Background: an optimization exercise with open tools, aiming at small area and a short achievable clock period. Do not read the settings as production practice. The RTL was checked by simulation tests, not by an equivalence proof against the original design. Power is estimated from default activity; no workload was simulated.

## flow/config.mk

```make
export PLATFORM = sky130hd
export DESIGN_NAME = four_ports_fifo
export DESIGN_NICKNAME = four_ports_fifo
export VERILOG_FILES = /design/flow/design.v
export SDC_FILE = /design/flow/constraint.sdc
export NUM_CORES = 4
export LEC_CHECK = 0
export CAP_MARGIN = 10
export CORE_MARGIN = 2
export CORE_UTILIZATION = 50
export CTS_CLUSTER_DIAMETER = 100
export CTS_CLUSTER_SIZE = 25
export PLACE_DENSITY = 0.65
export SETUP_SLACK_MARGIN = 3.6
export SLEW_MARGIN = 10
export TNS_END_PERCENT = 100
export BUFFER_PORTS_ARGS = -buffer_cell sky130_fd_sc_hd__buf_2
export POST_GLOBAL_PLACE_TCL = /design/flow/flow/pull_out_ffs.tcl
export POST_GLOBAL_ROUTE_TCL = /design/flow/flow/recover_area.tcl
```

## flow/constraint.sdc

```tcl
create_clock -name core_clock -period 6.0 [get_ports {clk}]
set_input_delay 1.2000 -clock core_clock [delete_from_list [all_inputs] [get_ports {clk}]]
set_output_delay 1.2000 -clock core_clock [all_outputs]
set_load 0.01 [all_outputs]
```

## flow/design.v

```verilog
module four_ports_fifo(
	input wire clk,
	input wire resetn,
	input wire [31:0] data0,
	input wire [31:0] data1,
	input wire [31:0] data2,
	input wire [31:0] data3,
	input wire [2:0] wen,
	input wire [2:0] ren,
	output reg [32:0] dout0,
	output reg [32:0] dout1,
	output reg [32:0] dout2,
	output reg [32:0] dout3,
	output wire empty,
	output wire full
);
	reg [31:0] mem [0:31];    
	reg [3:0] wlo, rlo;
	reg [2:0] wrow [0:3];
	reg [7:0] rsel [0:3];
	reg [31:0] th;
	wire [3:0] has  = th[3:0];                           
	wire [4:1] room = ~{th[28], th[29], th[30], th[31]};   
	assign empty = ~th[0];
	assign full  = th[31];
	integer b, k, r, w, m, j;
	reg [32:0] crg;
	wire [4:1] wdec;
	assign wdec[4] = wen[2];
	assign wdec[3] = ~wen[2] & (wen[1:0] == 2'd3);
	assign wdec[2] = ~wen[2] & (wen[1:0] == 2'd2);
	assign wdec[1] = ~wen[2] & (wen[1:0] == 2'd1);
	wire [4:1] acw = wdec & room;
	wire acc = |acw;
	reg [31:0] wd [0:3];
	reg [3:0]  bwe;
	reg [4:1]  qb [0:3];
	always @(*) begin
		for (b = 0; b < 4; b = b + 1) begin
			for (w = 1; w < 5; w = w + 1) begin
				qb[b][w] = 1'b0;
				for (k = 0; k < w; k = k + 1)
					qb[b][w] = qb[b][w] | wlo[(b - k) & 3];
				qb[b][w] = qb[b][w] & room[w];
			end
			bwe[b] = |(wdec & qb[b]);
			wd[b] = ({32{wlo[(b - 0) & 3]}} & data0) |
			        ({32{wlo[(b - 1) & 3]}} & data1) |
			        ({32{wlo[(b - 2) & 3]}} & data2) |
			        ({32{wlo[(b - 3) & 3]}} & data3);
		end
	end
	always @(posedge clk) begin
		for (b = 0; b < 4; b = b + 1)
			for (r = 0; r < 8; r = r + 1)
				if (bwe[b] && wrow[b] == r) mem[4*r + b] <= wd[b];
	end
	reg [31:0] rd [0:3];
	always @(*) begin
		for (b = 0; b < 4; b = b + 1) begin
			rd[b] = 32'd0;
			for (r = 0; r < 8; r = r + 1)
				rd[b] = rd[b] | ({32{rsel[b][r]}} & mem[4*r + b]);
		end
	end
	wire [4:0] rdec;
	assign rdec[4] = ren[2];
	assign rdec[3] = ~ren[2] & (ren[1:0] == 2'd3);
	assign rdec[2] = ~ren[2] & (ren[1:0] == 2'd2);
	assign rdec[1] = ~ren[2] & (ren[1:0] == 2'd1);
	assign rdec[0] = ~ren[2] & (ren[1:0] == 2'd0);
	wire [3:0] rgt = {rdec[4], |rdec[4:3], |rdec[4:2], |rdec[4:1]};    
	wire [3:0] v = rgt & has & {4{resetn}};    
	reg [31:0] q [0:3];
	reg [3:0]  rc;      
	always @(*) begin
		for (k = 0; k < 4; k = k + 1) begin
			q[k] = 32'd0;
			for (b = 0; b < 4; b = b + 1)
				q[k] = q[k] | ({32{v[k] & rlo[(b - k) & 3]}} & rd[b]);
		end
		for (b = 0; b < 4; b = b + 1) begin
			rc[b] = 1'b0;
			for (k = 0; k < 4; k = k + 1)
				rc[b] = rc[b] | (rlo[(b - k) & 3] & v[k]);
		end
	end
	always @(posedge clk) begin
		dout0 <= {v[0], q[0]};
		dout1 <= {v[1], q[1]};
		dout2 <= {v[2], q[2]};
		dout3 <= {v[3], q[3]};
	end
	wire [4:0] wis = {acw, ~acc};    
	wire [4:0] nis;     
	assign nis[0] = ~v[0];
	assign nis[1] = v[0] & ~v[1];
	assign nis[2] = v[1] & ~v[2];
	assign nis[3] = v[2] & ~v[3];
	assign nis[4] = v[3];
	reg [31:0] th_n;
	reg [3:0] wlo_nx, rlo_nx;
	integer c;
	always @(*) begin
		for (j = 1; j < 33; j = j + 1) begin
			crg[j] = 1'b0;
			for (m = 0; m < 5; m = m + 1)
				if (m + j <= 32) crg[j] = crg[j] | (rdec[m] & th[m + j - 1]);
		end
		for (c = 1; c < 33; c = c + 1) begin
			th_n[c - 1] = 1'b0;
			for (w = 0; w < 5; w = w + 1)
				th_n[c - 1] = th_n[c - 1] | (wis[w] & ((c - w <= 0) ? 1'b1 : crg[(c - w) & 63]));
		end
		wlo_nx = 4'd0;
		rlo_nx = 4'd0;
		for (w = 0; w < 4; w = w + 1)
			for (b = 0; b < 4; b = b + 1) begin
				wlo_nx[b] = wlo_nx[b] | ((wis[w] | (w == 0 && wis[4])) & wlo[(b - w) & 3]);
				rlo_nx[b] = rlo_nx[b] | ((nis[w] | (w == 0 && nis[4])) & rlo[(b - w) & 3]);
			end
	end
	always @(posedge clk) begin
		if (~resetn) begin
			wlo     <= 4'b0001;
			rlo     <= 4'b0001;
			for (b = 0; b < 4; b = b + 1) begin
				wrow[b] <= 3'd0;
				rsel[b] <= 8'b00000001;
			end
			th      <= 32'd0;
		end else begin
			wlo     <= wlo_nx;
			rlo     <= rlo_nx;
			for (b = 0; b < 4; b = b + 1) begin
				if (bwe[b]) wrow[b] <= wrow[b] + 3'd1;
				if (rc[b])  rsel[b] <= {rsel[b][6:0], rsel[b][7]};
			end
			th      <= th_n;
		end
	end
endmodule
```

## flow/flow/run.sh

```bash
#!/bin/bash
# The standard layout (the standard.sh) with these changes to how it is made:
#  - the input and output ports get plain buf_2 buffers instead of the resizer's
#    default pick, a delay cell;
#  - after global placement, each register that drives an output port is moved
#    next to that port's buffer (pull_out_ffs.tcl); detailed placement legalizes it;
#  - timing repair may resize cells across footprints (MATCH_CELL_FOOTPRINT=0);
#  - after global routing, cells off the critical paths are downsized while the
#    worst slack stays as reached (recover_area.tcl).
# make's full output goes to make_finish.log; ORFS writes each step's log under orfs/logs/.
set -euo pipefail
here=$(pwd)
cat >> config.mk <<EOC
export BUFFER_PORTS_ARGS = -buffer_cell sky130_fd_sc_hd__buf_2
export POST_GLOBAL_PLACE_TCL = $here/flow/pull_out_ffs.tcl
export POST_GLOBAL_ROUTE_TCL = $here/flow/recover_area.tcl
EOC
bash standard.sh MATCH_CELL_FOOTPRINT=0 finish > make_finish.log 2>&1
```

## flow/flow/pull_out_ffs.tcl

```tcl
# After global placement: move each register that drives an output port (through
# the port's buffer) next to that buffer, so the register-to-port wire is short.
# Detailed placement legalizes the moved cells afterwards.
set block [ord::get_db_block]
set moved 0
foreach bterm [$block getBTerms] {
  if {[$bterm getIoType] != "OUTPUT"} { continue }
  set net [$bterm getNet]
  if {$net == "NULL"} { continue }
  set buf "NULL"
  foreach it [$net getITerms] {
    if {[$it isOutputSignal]} { set buf [$it getInst] }
  }
  if {$buf == "NULL"} { continue }
  set ff "NULL"
  foreach it [$buf getITerms] {
    if {[$it isInputSignal]} {
      set n2 [$it getNet]
      if {$n2 == "NULL"} { continue }
      foreach it2 [$n2 getITerms] {
        if {[$it2 isOutputSignal]} { set ff [$it2 getInst] }
      }
    }
  }
  if {$ff == "NULL"} { continue }
  if {![[$ff getMaster] isSequential]} { continue }
  set loc [$buf getLocation]
  $ff setLocation [lindex $loc 0] [lindex $loc 1]
  incr moved
}
puts "pull_out_ffs: moved $moved registers next to their output buffers"
```

## flow/flow/recover_area.tcl

```tcl
# Area recovery at the timing already reached (runs after global routing): for this
# step only, add setup clock uncertainty equal to the current worst setup slack (less a
# small guard), let the resizer downsize cells on paths that keep non-negative slack
# under it, then remove the uncertainty again. Routing guides are updated afterwards.
set ws [sta::worst_slack -max]
puts "recover_area: worst slack before [format %.3f $ws] ns"
set u [expr {$ws - 0.02}]
if {$u > 0} {
  global_route -start_incremental
  set_clock_uncertainty -setup $u [all_clocks]
  repair_timing -recover_power 100 -verbose
  set_clock_uncertainty -setup 0 [all_clocks]
  global_route -end_incremental
  estimate_parasitics -global_routing
  write_guides $::env(RESULTS_DIR)/route.guide
}
puts "recover_area: worst slack after [format %.3f [sta::worst_slack -max]] ns"
```

## flow/standard.sh

```bash
#!/bin/bash
# synth_recipe.tcl (not shown) runs the flow's synth.tcl, then flattens the netlist and writes it again
# the make line also repeats each setting of config.mk as NAME=value (left out here)
make -C /OpenROAD-flow-scripts/flow DESIGN_CONFIG=/design/flow/config.mk WORK_HOME=/design/flow/orfs CLKGATE_MAP_FILE= SYNTH_SCRIPT=/design/flow/synth_recipe.tcl "${@:-finish}"
```

==> reports/results.tsv, run 1 <==
stage	metric	value	unit
finish	most-common-layout-cells	1,024 x edfxtp_1, 891 x a22oi_1, 190 x dfxtp_1, 182 x clkbuf_1, 163 x nand2_1	
clock_network	h-tree-depth	2	
placement	place_hpwl	106000	um
routing	detail-route-antenna-nets	0	
sta	slew_viol_final	0	
routing	routed_wl	178000	um
routing	drc	0	
global_routing	grt.overflow.total	0	
clock_network	cts_sinks	1240	
clock_network	ctsResizeCount	140	
worst_hold_path	hold_class	reg2reg	
finish	layout_commonest_cell	edfxtp_1	
worst_setup_path	crit_required	6.52	ns
worst_setup_path	critical_path_class	in2reg	
floorplanning	num_io_pins	270	
sta	setup_viol	0	
yosys	ys_seq_area_frac	0.714	
routing	drtIter0Drc	6506	
yosys	netlist_instances	3320	
sta	clock_skew	0.0679	ns
sta	setup_ws	3.39	ns
yosys	yosysWarnings	8	
floorplanning	initial_core_util	0.502	
clock_network	cts.clk_slew.worst_paths	0.10	ns
power	ir_worst_vdd	0.219	mV
run_status	status	timing/DRC/antenna clean	
floorplanning	rows	115	
worst_setup_path	worstSetupStartpointType	input port	
floorplanning	dieArea	101000	um2
routing	dr.pass1.iters	9	
yosys	ys_seq_elements	1240	
finish	syn_to_final_growth	15.1	%
global_routing	grt.total_usage	0.333	
sta	hold_viol_final	0	
finish	nFillCells	7512	
global_routing	grt_pass1_wl	241000	um
yosys	synthFlopType	edfxtp_1	
floorplanning	core_area	97800	um2
sta	finalCritPeriodShare	0.435	
clock_network	post_cts.repair.setup_buffers	121	
clock_network	cts_hold_buf	0	
floorplanning	die_h	318	um
clock_network	clockBufferDepth	3	
finish	final-seq-area	35100	um2
routing	wl_per_cell	35.7	um
run	drv_cap	0	
sta	tightest_slew	1.25	ns
worst_setup_path	timing.critical_path.fanout_max	20	
routing	viasPerCell	7.12	
power	total_power	17.6	mW
sta	fmaxAchievable	383	MHz
routing	vias	35500	
finish	multi_input_area	14100	um2
clock_network	cts_inserted_buffers	56	
global_routing	grt_pass1_vias	32300	
yosys	synthArstFlopShare	0	
clock_network	clk_latency	0.72	ns
power	p_leak	18.2	nW
global_routing	grt_max_degree	98	
yosys	synthesis.area	49100	um2
clock_network	cts_root_buffer	clkbuf_16	
sta	maxSlewHeadroom	0.164	
yosys	synth_fp_nets	3480	
global_routing	antenna_found_initial	14	
placement	numPortBuffers	269	
finish	drive_gt1_frac	0.174	
sta	min_period	2.61	ns
yosys	synthDistinctLibCells	69	
worst_setup_path	cp-end-kind	register	
placement	dpl_worst_slack	1.43	ns
yosys	synth_enable_flop_cells	1024	
floorplanning	die_x	318	um
finish	nets	3809	
yosys	syn_avg_cell_area	14.8	um2
clock_network	cts_tree	done	
power	power_per_cell_area	311	nW/um2
worst_setup_path	cp.arrival	3.13	ns
sta	setup_tns	0	ns
[sequential cells by signal (all words and copies together), names as in the netlist]
signal	count
dout0	33
dout3	33
wrow	12
dout1	33
rsel	32
rlo	4
wlo	4
mem	1024
th	32
dout2	33
[kinds of logic (layout without fill, tap and decap cells)]
group | count (synthesis) | count (layout) | share of synthesized area
compound gates | 1198 | 1200 | 0.186
fa+ha+maj | 24 | 24 | 0.00611
simple gates | 480 | 516 | 0.0529
flops | 1240 | 1240 | 0.714
xor+xnor | 4 | 4 | 0.000713
other cells | 0 | 2 | 0
mux | 75 | 75 | 0.0169
buf+inv | 299 | 637 | 0.0236
[layer usage]
metal / global-route usage / wire [um] / vias to the layer above / share of wire
met5: 0 / 64 / - / 0.00036
met4: 0.136 / 10200 / 8 / 0.058
met3: 0.0987 / 24900 / 480 / 0.14
met2: 0.509 / 78700 / 2718 / 0.44
met1: 0.450 / 64100 / 17800 / 0.36
li1: - / - / 14500 / -
[where the power goes]
part	internal, mW	switching (mW)
registers	9.99	0.272
clock network	1.85	2.64
logic	0.814	2.04
total	12.7	4.95
[worst paths after layout]
check | from | end | slack, ns | cells after the start
setup / recovery | resetn | dout1[7]$_DFF_P_ | 3.39 | 4
hold / removal | wrow[1][1]$_SDFFE_PN0P_ | wrow[1][1]$_SDFFE_PN0P_ | 0.57 | 2
setup reg to reg | wlo[1]$_SDFF_PN0_ | mem[18][19]$_DFFE_PP_ | 3.49 | 3
hold reg to reg | wrow[1][1]$_SDFFE_PN0P_ | wrow[1][1]$_SDFFE_PN0P_ | 0.57 | 2
[worst max-delay path, stage by stage]
cell and delay, ns:
buf_6 0.32, nand2_1 0.34, or2_2 0.64, o221ai_1 0.59
[cell usage after synthesis (all sizes together), types with 18 or more instances]
cell | count | share of area
edfxtp | 1024 | 0.63
nand4 | 72 | 0.0092
mux2i | 61 | 0.012
o221ai | 137 | 0.024
o22ai | 20 | 0.0025
nand2 | 168 | 0.013
and2 | 18 | 0.0023
buf | 24 | 0.0026
and4 | 61 | 0.011
a22oi | 909 | 0.14
dfxtp | 216 | 0.088
clkbuf | 258 | 0.020
nor2 | 90 | 0.0069
and3 | 27 | 0.0034
ha | 24 | 0.0061
[metrics by stage]
stage	util	hold slack, ns	instances	area (um2)
6_report	0.578	0.568	4985	56600
4_1_cts	0.575	0.567	4891	56300
3_5_place_dp	0.531	0.556	4621	52000
3_3_place_gp	0.531	0.532	4621	52000
2_1_floorplan	-	0.514	3320	50100
[final cells by class]
class                           instances  share of cell area
Antenna cell                            2           0.0000884
Tap cell                             1287              0.0285
Clock inverter                          7             0.00190
Timing Repair Buffer                  514              0.0705
Multi-Input combinational cell       1819               0.249
Sequential cell                      1240               0.621
Clock buffer                           98              0.0279
Inverter                               17             0.00133
Timing Repair inverter                  1           0.0000884
==> run 2: changes to the inputs <==
--- a/flow/design.v
+++ b/flow/design.v
@@ -16,7 +16,7 @@
 );
 	reg [31:0] mem [0:31];    
 	reg [3:0] wlo, rlo;
-	reg [2:0] wrow [0:3];
+	reg [7:0] wsel [0:3];
 	reg [7:0] rsel [0:3];
 	reg [31:0] th;
 	wire [3:0] has  = th[3:0];                           
@@ -53,7 +53,7 @@
 	always @(posedge clk) begin
 		for (b = 0; b < 4; b = b + 1)
 			for (r = 0; r < 8; r = r + 1)
-				if (bwe[b] && wrow[b] == r) mem[4*r + b] <= wd[b];
+				if (bwe[b] && wsel[b][r]) mem[4*r + b] <= wd[b];
 	end
 	reg [31:0] rd [0:3];
 	always @(*) begin
@@ -70,14 +70,15 @@
 	assign rdec[1] = ~ren[2] & (ren[1:0] == 2'd1);
 	assign rdec[0] = ~ren[2] & (ren[1:0] == 2'd0);
 	wire [3:0] rgt = {rdec[4], |rdec[4:3], |rdec[4:2], |rdec[4:1]};    
-	wire [3:0] v = rgt & has & {4{resetn}};    
+	wire [3:0] vr = rgt & has;                 
+	wire [3:0] v = vr & {4{resetn}};           
 	reg [31:0] q [0:3];
 	reg [3:0]  rc;      
 	always @(*) begin
 		for (k = 0; k < 4; k = k + 1) begin
 			q[k] = 32'd0;
 			for (b = 0; b < 4; b = b + 1)
-				q[k] = q[k] | ({32{v[k] & rlo[(b - k) & 3]}} & rd[b]);
+				q[k] = q[k] | ({32{vr[k] & rlo[(b - k) & 3]}} & rd[b]);
 		end
 		for (b = 0; b < 4; b = b + 1) begin
 			rc[b] = 1'b0;
@@ -86,10 +87,10 @@
 		end
 	end
 	always @(posedge clk) begin
-		dout0 <= {v[0], q[0]};
-		dout1 <= {v[1], q[1]};
-		dout2 <= {v[2], q[2]};
-		dout3 <= {v[3], q[3]};
+		dout0 <= {v[0], q[0] & {32{resetn}}};
+		dout1 <= {v[1], q[1] & {32{resetn}}};
+		dout2 <= {v[2], q[2] & {32{resetn}}};
+		dout3 <= {v[3], q[3] & {32{resetn}}};
 	end
 	wire [4:0] wis = {acw, ~acc};    
 	wire [4:0] nis;     
@@ -125,7 +126,7 @@
 			wlo     <= 4'b0001;
 			rlo     <= 4'b0001;
 			for (b = 0; b < 4; b = b + 1) begin
-				wrow[b] <= 3'd0;
+				wsel[b] <= 8'b00000001;
 				rsel[b] <= 8'b00000001;
 			end
 			th      <= 32'd0;
@@ -133,7 +134,7 @@
 			wlo     <= wlo_nx;
 			rlo     <= rlo_nx;
 			for (b = 0; b < 4; b = b + 1) begin
-				if (bwe[b]) wrow[b] <= wrow[b] + 3'd1;
+				if (bwe[b]) wsel[b] <= {wsel[b][6:0], wsel[b][7]};
 				if (rc[b])  rsel[b] <= {rsel[b][6:0], rsel[b][7]};
 			end
 			th      <= th_n;
==> run 2 against run 1 <==
- synthesized area up 2.4%
- fmax up 2.6%
- flip-flop and latch count up 20
- sequential share of layout area up 0.37 points
- clock skew down 0.034 ns
- first-iteration DRC count down 4.1%
- via count up 3.1%
- routed wire length down 0.71%
- hold slack worse by 0.057 ns
- register-to-register slack worse by 0.02 ns
- largest cell class unchanged
- highest routed layer unchanged
==> reports/results.tsv, run 2 <==
stage	metric	value	unit	change
clock_network	post_cts.repair.setup_buffers	107		-12%
finish	drive_gt1_frac	0.151		-0.0232
finish	nFillCells	7869		+4.8%
power	p_leak	18.2	nW	about the same
yosys	synth_enable_flop_cells	1024		unchanged
power	total_power	17.4	mW	-1.1%
sta	setup_tns	0	ns	unchanged
worst_setup_path	crit_top_cell	nor2_1		
routing	wl_per_cell	33.8	um	-5.3%
clock_network	h-tree-depth	2		unchanged
finish	layout_commonest_cell	edfxtp_1		
worst_setup_path	timing.critical_path.fanout_max	33		+65%
global_routing	grt_max_degree	94		-4.1%
global_routing	grt.total_usage	0.327		-0.00649
sta	slew_viol_final	0		unchanged
run	drv_cap	0		unchanged
clock_network	cts_root_buffer	clkbuf_16		
finish	final-seq-area	35500	um2	+1.1%
finish	multi_input_area	14700	um2	+3.9%
yosys	synth_fp_nets	3753		+7.8%
placement	dpl_worst_slack	2.00	ns	+0.568 ns
global_routing	grt_pass1_vias	32600		+1.1%
floorplanning	core_area	100000	um2	+2.2%
routing	drc	0		unchanged
sta	tightest_slew	0.911	ns	-0.340 ns
sta	setup_ws	3.46	ns	+0.0673 ns
routing	routed_wl	177000	um	-0.71%
routing	detail-route-antenna-nets	0		unchanged
power	power_per_cell_area	306	nW/um2	-1.5%
yosys	synth.top_cells.by_area	edfxtp_1 61%, a22oi_1 12%, dfxtp_1 9.4%		
power	ir_worst_vdd	0.216	mV	-1.7%
clock_network	cts_hold_buf	0		unchanged
floorplanning	rows	116		+0.87%
sta	holdWs	0.511	ns	-0.0573 ns
yosys	synthDistinctLibCells	60		-13%
routing	viasPerCell	7.00		-1.7%
yosys	synth_area_leader_cell	edfxtp_1		
worst_setup_path	worst-path-buf-inv	2		+1
worst_setup_path	crit_chain	buf_6 -> or3_4 -> buf_4 -> nand3_2 -> o22ai_1 -> nor2_1 -> nor2_1		
yosys	synth_most_common_cell	edfxtp_1		
clock_network	ctsResizeCount	144		+2.9%
sta	hold_viol_final	0		unchanged
yosys	yosysWarnings	8		unchanged
yosys	synthFlopType	edfxtp_1		
clock_network	cts_sinks	1260		+1.6%
placement	numPortBuffers	269		unchanged
sta	finalCritPeriodShare	0.424		-0.0112
global_routing	grt.overflow.total	0		unchanged
finish	nets	4005		+5.1%
sta	fmaxAchievable	393	MHz	+2.6%
worst_setup_path	cp.arrival	3.11	ns	-0.02 ns
worst_setup_path	cp_top_family	simple AND/OR/NAND/NOR gates		
yosys	ys_seq_area_frac	0.705		-0.00870
worst_hold_path	min_from	rsel[0][3]$_SDFFE_PN0P_		
finish	largest-register	mem		
global_routing	antenna_found_initial	16		+2
floorplanning	num_io_pins	270		unchanged
yosys	netlist_instances	3617		+8.9%
yosys	synthesis.area	50300	um2	+2.4%
worst_setup_path	cp-end-kind	register		
worst_setup_path	reg2reg_from	wlo[1]$_SDFF_PN0_		
worst_setup_path	cp_slowest_cell	nor2_1		
clock_network	cts_inserted_buffers	58		+3.6%
finish	largest_reg_flops	1024		unchanged
placement	place_hpwl	101000	um	-4.5%
clock_network	cts.clk_slew.worst_paths	0.10	ns	about the same
routing	vias	36600		+3.1%
worst_hold_path	holdPathStages	2		unchanged
floorplanning	die_x	321	um	+1.2%
finish	most-common-layout-cells	1,024 x edfxtp_1, 777 x a22oi_1, 316 x nor2_1, 309 x o22ai_1, 225 x dfxtp_1		
worst_hold_path	hold_class	reg2reg		
floorplanning	dieArea	103000	um2	+2.4%
worst_setup_path	critical_path_class	in2reg		
worst_hold_path	min_to	rsel[0][3]$_SDFFE_PN0P_		
clock_network	clockBufferDepth	3		unchanged
yosys	yosys.area.top_type_share	0.611		-0.0146
worst_setup_path	worstSetupStartpointType	input port		
sta	setup_viol	0		unchanged
worst_setup_path	worst_path_largest_cell_delay	0.52	ns	-0.12 ns
sta	maxSlewHeadroom	0.387		+0.223
yosys	ys_seq_elements	1260		+1.6%
clock_network	cts_tree	done		
floorplanning	die_h	321	um	+1.2%
finish	fin_util	0.569		-0.00987
yosys	synth_commonest_cells	1,024 x edfxtp_1, 778 x a22oi_1, 324 x nor2_1		
worst_setup_path	worst-r2r-cell-count	3		unchanged
floorplanning	initial_core_util	0.503		+0.000913
routing	dr.pass1.iters	6		-3
yosys	synthArstFlopShare	0		unchanged
sta	min_period	2.54	ns	-0.0673 ns
worst_setup_path	crit_required	6.57	ns	+0.05 ns
worst_setup_path	r2r-end	mem[13][10]$_DFFE_PP_		
clock_network	clk_latency	0.73	ns	about the same
global_routing	grt_pass1_wl	242000	um	+0.30%
sta	clock_skew	0.0341	ns	-0.0338 ns
worst_setup_path	ff2ff_setup_slack	3.47	ns	-0.02 ns
routing	drtIter0Drc	6242		-4.1%
finish	syn_to_final_growth	13.0	%	
yosys	syn_avg_cell_area	13.9	um2	-6.0%
run_status	status	timing/DRC/antenna clean		
[run 2: cell types whose count changed in the layout (fill, tap and decap cells not counted), moves of 64 or more]
cell      change
o221ai_1    -124
nand4_1      -71
and4_1       +64
a22oi_1     -114
o22ai_1     +290
nor2_1      +242
[run 2: layout make-up]
class | count | share of cell area
inverters | 6 | 0.000726
clock buffers | 101 | 0.0287
repair inverters | 1 | 0.000132
repair buffers | 464 | 0.0572
well taps | 1298 | 0.0286
diodes | 12 | 0.000528
multi-input cells | 2078 | 0.258
clock inverters | 9 | 0.00196
flip-flops and latches | 1260 | 0.624
[run 2: stage by stage]
stage,cells,area (um2)
after CTS,5184,57100
after global placement,4927,53000
after floorplan,3617,51000
after detailed placement,4927,53000
final,5229,56900
[run 2: worst register-to-register path: stages (launching register included)]
cell and delay (ns):
dfxtp_2 0.85, buf_8 0.52, a22oi_1 0.26, nand2_1 0.58
[run 2: report_power, final]
| part | switching, mW | total (mW) | leakage (nW) | internal (mW) |
|---|---|---|---|---|
| clock network | 2.74 | 4.64 | 0.830 | 1.90 |
| logic | 1.92 | 2.67 | 6.14 | 0.751 |
| registers | 0.174 | 10.1 | 11.2 | 9.94 |
| total | 4.83 | 17.4 | 18.2 | 12.6 |
[run 2: metal layers]
layer	wire length [um]	track usage	up-vias
li1	-	-	15100
met1	67200	0.471	18200
met2	76200	0.478	2855
met3	26200	0.0948	403
met4	7040	0.107	10
met5	63	0	-
[run 2: worst max-delay path by stage]
stage / slack [ns] / start / cells after the start / endpoint
4_1_cts: 3.51 / th[0]$_SDFF_PN0_ / 2 / empty
3_3_place_gp: 2.01 / ren[1] / 6 / rsel[3][0]$_SDFFE_PN1P_
3_5_place_dp: 2.00 / ren[1] / 6 / rsel[3][0]$_SDFFE_PN1P_
2_1_floorplan: 2.90 / wen[0] / 6 / mem[13][0]$_DFFE_PP_
6_report: 3.46 / ren[1] / 7 / dout0[24]$_DFF_P_
[run 2: cells by family (layout without fill, tap and decap cells)]
family	after synthesis	count (layout)	share of synthesized area
simple gates	707	747	0.0705
mux	97	97	0.0199
other cells	0	12	0
compound gates	1232	1234	0.179
flops	1260	1260	0.705
buf+inv	321	581	0.0261
==> run 3: changes to the inputs <==
--- a/flow/design.v
+++ b/flow/design.v
@@ -70,15 +70,14 @@
 	assign rdec[1] = ~ren[2] & (ren[1:0] == 2'd1);
 	assign rdec[0] = ~ren[2] & (ren[1:0] == 2'd0);
 	wire [3:0] rgt = {rdec[4], |rdec[4:3], |rdec[4:2], |rdec[4:1]};    
-	wire [3:0] vr = rgt & has;                 
-	wire [3:0] v = vr & {4{resetn}};           
+	wire [3:0] v = rgt & has & {4{resetn}};    
 	reg [31:0] q [0:3];
 	reg [3:0]  rc;      
 	always @(*) begin
 		for (k = 0; k < 4; k = k + 1) begin
 			q[k] = 32'd0;
 			for (b = 0; b < 4; b = b + 1)
-				q[k] = q[k] | ({32{vr[k] & rlo[(b - k) & 3]}} & rd[b]);
+				q[k] = q[k] | ({32{v[k] & rlo[(b - k) & 3]}} & rd[b]);
 		end
 		for (b = 0; b < 4; b = b + 1) begin
 			rc[b] = 1'b0;
@@ -87,10 +86,10 @@
 		end
 	end
 	always @(posedge clk) begin
-		dout0 <= {v[0], q[0] & {32{resetn}}};
-		dout1 <= {v[1], q[1] & {32{resetn}}};
-		dout2 <= {v[2], q[2] & {32{resetn}}};
-		dout3 <= {v[3], q[3] & {32{resetn}}};
+		dout0 <= {v[0], q[0]};
+		dout1 <= {v[1], q[1]};
+		dout2 <= {v[2], q[2]};
+		dout3 <= {v[3], q[3]};
 	end
 	wire [4:0] wis = {acw, ~acc};    
 	wire [4:0] nis;     
--- a/flow/flow/run.sh
+++ b/flow/flow/run.sh
@@ -3,7 +3,8 @@
 #  - the input and output ports get plain buf_2 buffers instead of the resizer's
 #    default pick, a delay cell;
 #  - after global placement, each register that drives an output port is moved
-#    next to that port's buffer (pull_out_ffs.tcl); detailed placement legalizes it;
+#    70% of the way towards that port's buffer (pull_out_ffs.tcl); detailed
+#    placement legalizes it;
 #  - timing repair may resize cells across footprints (MATCH_CELL_FOOTPRINT=0);
 #  - after global routing, cells off the critical paths are downsized while the
 #    worst slack stays as reached (recover_area.tcl).
--- a/flow/flow/pull_out_ffs.tcl
+++ b/flow/flow/pull_out_ffs.tcl
@@ -1,6 +1,7 @@
 # After global placement: move each register that drives an output port (through
-# the port's buffer) next to that buffer, so the register-to-port wire is short.
-# Detailed placement legalizes the moved cells afterwards.
+# the port's buffer) most of the way (70%) from where it was placed towards that
+# buffer, so the register-to-port wire is short while the wire into the register
+# stays moderate. Detailed placement legalizes the moved cells afterwards.
 set block [ord::get_db_block]
 set moved 0
 foreach bterm [$block getBTerms] {
@@ -25,7 +26,10 @@
   if {$ff == "NULL"} { continue }
   if {![[$ff getMaster] isSequential]} { continue }
   set loc [$buf getLocation]
-  $ff setLocation [lindex $loc 0] [lindex $loc 1]
+  set cur [$ff getLocation]
+  set x [expr {int([lindex $cur 0] + 0.7 * ([lindex $loc 0] - [lindex $cur 0]))}]
+  set y [expr {int([lindex $cur 1] + 0.7 * ([lindex $loc 1] - [lindex $cur 1]))}]
+  $ff setLocation $x $y
   incr moved
 }
-puts "pull_out_ffs: moved $moved registers next to their output buffers"
+puts "pull_out_ffs: moved $moved registers towards their output buffers"
==> run 3 against run 2 <==
- sequential share of layout area up 0.72 points
- critical path depth decreased by 3
- worst setup slack got worse by 0.050 ns
- fmax fell by 1.9%
- sequential power barely moved
- synthesized area is 1.1% lower
- clock-buffer cell count decreased by 1
- highest routed layer unchanged
- critical path type unchanged
- non-clock buffer count is 8 higher
- still clean on timing, DRC and antenna
- flip-flop and latch count did not move
==> reports/results.tsv, run 3 <==
stage	metric	value	unit	change
run_status	status	timing/DRC/antenna clean		
power	power_per_cell_area	305	nW/um2	-0.41%
global_routing	grt-busiest-layer	met2		
clock_network	cts_hold_buf	0		unchanged
global_routing	antenna_found_initial	16		unchanged
global_routing	grt_max_degree	73		-22%
sta	fmaxAchievable	386	MHz	-1.9%
placement	numPortBuffers	269		unchanged
clock_network	cts.clk_slew.worst_paths	0.10	ns	about the same
floorplanning	rows	115		-0.86%
worst_setup_path	r2r-end	dout2[3]$_DFF_P_		
routing	detail-route-antenna-nets	0		unchanged
sta	finalCritPeriodShare	0.432		+0.00828
finish	layout_commonest_cell	edfxtp_1		
worst_setup_path	worst_path_largest_cell_delay	0.65	ns	+0.13 ns
worst_setup_path	worst-r2r-cell-count	4		+1
yosys	yosys.area.top_type_share	0.618		+0.00668
routing	drc	0		unchanged
yosys	synth_fp_nets	3491		-7.0%
worst_setup_path	cp_slowest_cell	o221ai_1		
yosys	syn_avg_cell_area	14.8	um2	+6.6%
yosys	yosysWarnings	8		unchanged
global_routing	met2_usage	0.501		+0.0235
clock_network	clockBufferDepth	3		unchanged
worst_setup_path	cp-end-kind	register		
clock_network	cts_tree	done		
floorplanning	initial_core_util	0.505		+0.00182
yosys	synth_enable_flop_cells	1024		unchanged
finish	fin_util	0.571		+0.00214
sta	hold_viol_final	0		unchanged
routing	routed_wl	180000	um	+1.6%
yosys	synth_most_common_cell	edfxtp_1		
power	ir_worst_vdd	0.239	mV	+11%
worst_setup_path	worstSetupStartpointType	input port		
placement	place_hpwl	107000	um	+5.5%
finish	final-seq-area	35500	um2	about the same
floorplanning	num_io_pins	270		unchanged
floorplanning	dieArea	102000	um2	-1.1%
power	total_power	17.2	mW	-1.5%
finish	nets	3784		-5.5%
yosys	ys_seq_elements	1260		unchanged
finish	final_area	56200	um2	-1.1%
sta	clock_skew	0.0241	ns	-0.0100 ns
routing	wl_per_cell	36.0	um	+6.5%
sta	slew_viol_final	0		unchanged
power	p_switching	4.64	mW	-3.9%
worst_setup_path	ff2ff_setup_slack	3.43	ns	-0.04 ns
worst_hold_path	min_from	wsel[3][1]$_SDFFE_PN0N_		
finish	multi_input_area	13800	um2	-5.6%
worst_setup_path	crit_chain	buf_6 -> o21a_1 -> nand3_2 -> o221ai_1		
floorplanning	die_x	320	um	-0.54%
yosys	synthArstFlopShare	0		unchanged
placement	dpl_worst_slack	1.69	ns	-0.304 ns
worst_setup_path	cp.arrival	3.11	ns	about the same
power	p_comb_frac	0.142		-0.011
worst_setup_path	crit_required	6.51	ns	-0.06 ns
clock_network	cts_root_buffer	clkbuf_16		
global_routing	grtUsageMet1	0.451		-0.0205
global_routing	grt_pass1_vias	31700		-3.0%
sta	setup_viol	0		unchanged
run	drv_cap	0		unchanged
yosys	netlist_instances	3355		-7.2%
clock_network	h-tree-depth	2		unchanged
clock_network	cts_inserted_buffers	57		-1.7%
yosys	synthDistinctLibCells	73		+22%
yosys	synth.top_cells.by_area	edfxtp_1 62%, a22oi_1 13%, dfxtp_1 9.5%		
routing	drtIter0Drc	6229		-0.21%
global_routing	grt.total_usage	0.328		+0.000755
finish	syn_to_final_growth	13.0	%	about the same
finish	most-common-layout-cells	1,024 x edfxtp_1, 881 x a22oi_1, 206 x dfxtp_1, 185 x clkbuf_1, 166 x nand2_1		
sta	maxSlewHeadroom	0.287		-0.100
worst_hold_path	hold_class	reg2reg		
routing	viasPerCell	7.14		+2.0%
clock_network	clk_latency	0.67	ns	-0.06 ns
finish	nFillCells	7622		-3.1%
finish	largest-register	mem		
routing	dr.pass1.iters	8		+2
routing	vias	35600		-2.7%
worst_setup_path	timing.critical_path.fanout_max	29		-12%
finish	drive_gt1_frac	0.157		+0.00692
power	p_leak	18.0	nW	-0.96%
yosys	synthFlopType	edfxtp_1		
global_routing	grt.overflow.total	0		unchanged
clock_network	post_cts.repair.setup_buffers	46		-57%
power	pwr-share-seq	0.593		+0.013
global_routing	grt_pass1_wl	239000	um	-1.1%
yosys	synth_area_leader_cell	edfxtp_1		
global_routing	use_met3	0.0829		-0.0119
finish	largest_reg_flops	1024		unchanged
yosys	synth_commonest_cells	1,024 x edfxtp_1, 891 x a22oi_1, 236 x dfxtp_1		
yosys	ys_seq_area_frac	0.713		+0.00771
power	sw_frac_of_total	0.271		-0.00692
sta	setup_tns	0	ns	unchanged
worst_setup_path	reg2reg_from	rsel[0][4]$_SDFFE_PN0P_		
clock_network	ctsResizeCount	127		-12%
floorplanning	core_area	98600	um2	-1.4%
sta	setup_ws	3.41	ns	-0.0497 ns
power	clkPwrFrac	0.264		-0.002
sta	min_period	2.59	ns	+0.0497 ns
sta	tightest_slew	1.07	ns	+0.158 ns
floorplanning	die_h	320	um	-0.54%
clock_network	cts_sinks	1260		unchanged
worst_setup_path	critical_path_class	in2reg		
worst_hold_path	min_to	wsel[3][1]$_SDFFE_PN0N_		
worst_hold_path	holdPathStages	2		unchanged
power	p_int	12.5	mW	-0.53%
placement	placed_area	52100	um2	-1.6%
yosys	synthesis.area	49800	um2	-1.1%
## run 3: changes by cell type after synthesis, moves of 19 or more
cell / before / now
a221o_1: 0 / 23
a22oi_1: 778 / 891
and4_1: 128 / 58
clkbuf_1: 278 / 229
nand4_1: 1 / 68
nor2_1: 324 / 88
o221ai_1: 1 / 107
o22ai_1: 313 / 46
o31a_1: 28 / 9
## run 3: kinds of logic after synthesis
group / after synthesis / share of synthesized area
compound gates: 1211 / 0.188
buf+inv: 296 / 0.0249
mux: 104 / 0.0217
flops: 1260 / 0.713
simple gates: 484 / 0.0529
## run 3: area by class of cell
type / count / area share
tap: 1287 / 0.0286
clock inverter: 7 / 0.00140
inverter: 8 / 0.000667
clock buffer: 100 / 0.0290
antenna: 7 / 0.000311
multi-input combinational: 1849 / 0.246
sequential: 1260 / 0.632
timing repair buffer: 472 / 0.0626
## run 3: layer usage
layer	part of all wire	vias to the layer above	wire length, um
li1	-	14500	-
met5	0.00042	-	76
met4	0.059	12	10600
met3	0.14	435	24500
met2	0.44	2800	78800
met1	0.37	17900	65600
## run 3: critical path, delay by kind of cell
family / cells / cell delay (ns)
AO/OA/AOI/OAI: 2 / 1.08
AND/OR/NAND/NOR: 1 / 0.55
buffers and inverters: 1 / 0.25
## run 3: worst max-delay path by stage
| stage | slack [ns] | endpoint | startpoint | cells after the start |
|---|---|---|---|---|
| 2_1_floorplan | 2.93 | mem[13][0]$_DFFE_PP_ | wen[0] | 6 |
| 3_3_place_gp | 2.06 | dout2[26]$_DFF_P_ | ren[0] | 5 |
| 3_5_place_dp | 1.69 | dout2[10]$_DFF_P_ | ren[0] | 5 |
| 4_1_cts | 3.32 | mem[15][23]$_DFFE_PP_ | wen[1] | 6 |
| 6_report | 3.41 | dout1[17]$_DFF_P_ | ren[1] | 4 |
## run 3: power groups by stage
stage	Clock (mW)	Combinational, mW	Sequential (mW)
CTS	4.54	2.25	10.2
detailed placement	0	2.10	10.4
floorplan	0	1.13	10.3
global placement	0	2.01	10.4
finish	4.53	2.44	10.2
## run 3: per-stage QoR
step / std cells / hold WS (ns)
2_1_floorplan: 3355 / 0.465
3_3_place_gp: 4656 / 0.494
3_5_place_dp: 4656 / 0.496
4_1_cts: 4846 / 0.586
6_report: 4990 / 0.575

static timing again, ports no longer ideal:
No port has a modelled driver above. Below, the same layouts with a new extraction and two added sets of constraints. Step 1, drivers: a clkbuf_16 drives clk and a buf_2 each remaining input, both assumed. Step 2 also shifts input and output timing later by t, the mid clock arrival at the registers, as if the neighbouring blocks saw the same clock. a / b / c = no drivers / after step 1 / after step 2; a / b = the first two.
run	t, ns	setup slack, ns	worst hold slack (ns)	worst data-port slew with drivers (ns)
run 1	0.759	3.389 / 3.369 / 2.610	0.568 / 0.568 / 0.568	0.12
run 2	0.786	3.456 / 3.459 / 2.673	0.511 / 0.511 / 0.511	0.20
run 3	0.736	3.406 / 3.369 / 2.634	0.575 / 0.575 / 0.575	0.14
After both steps setup and hold are still met in every run listed. The setup slack of run 2, which loses most, moves by +0.003 ns with the drivers and by -0.783 ns with both steps.
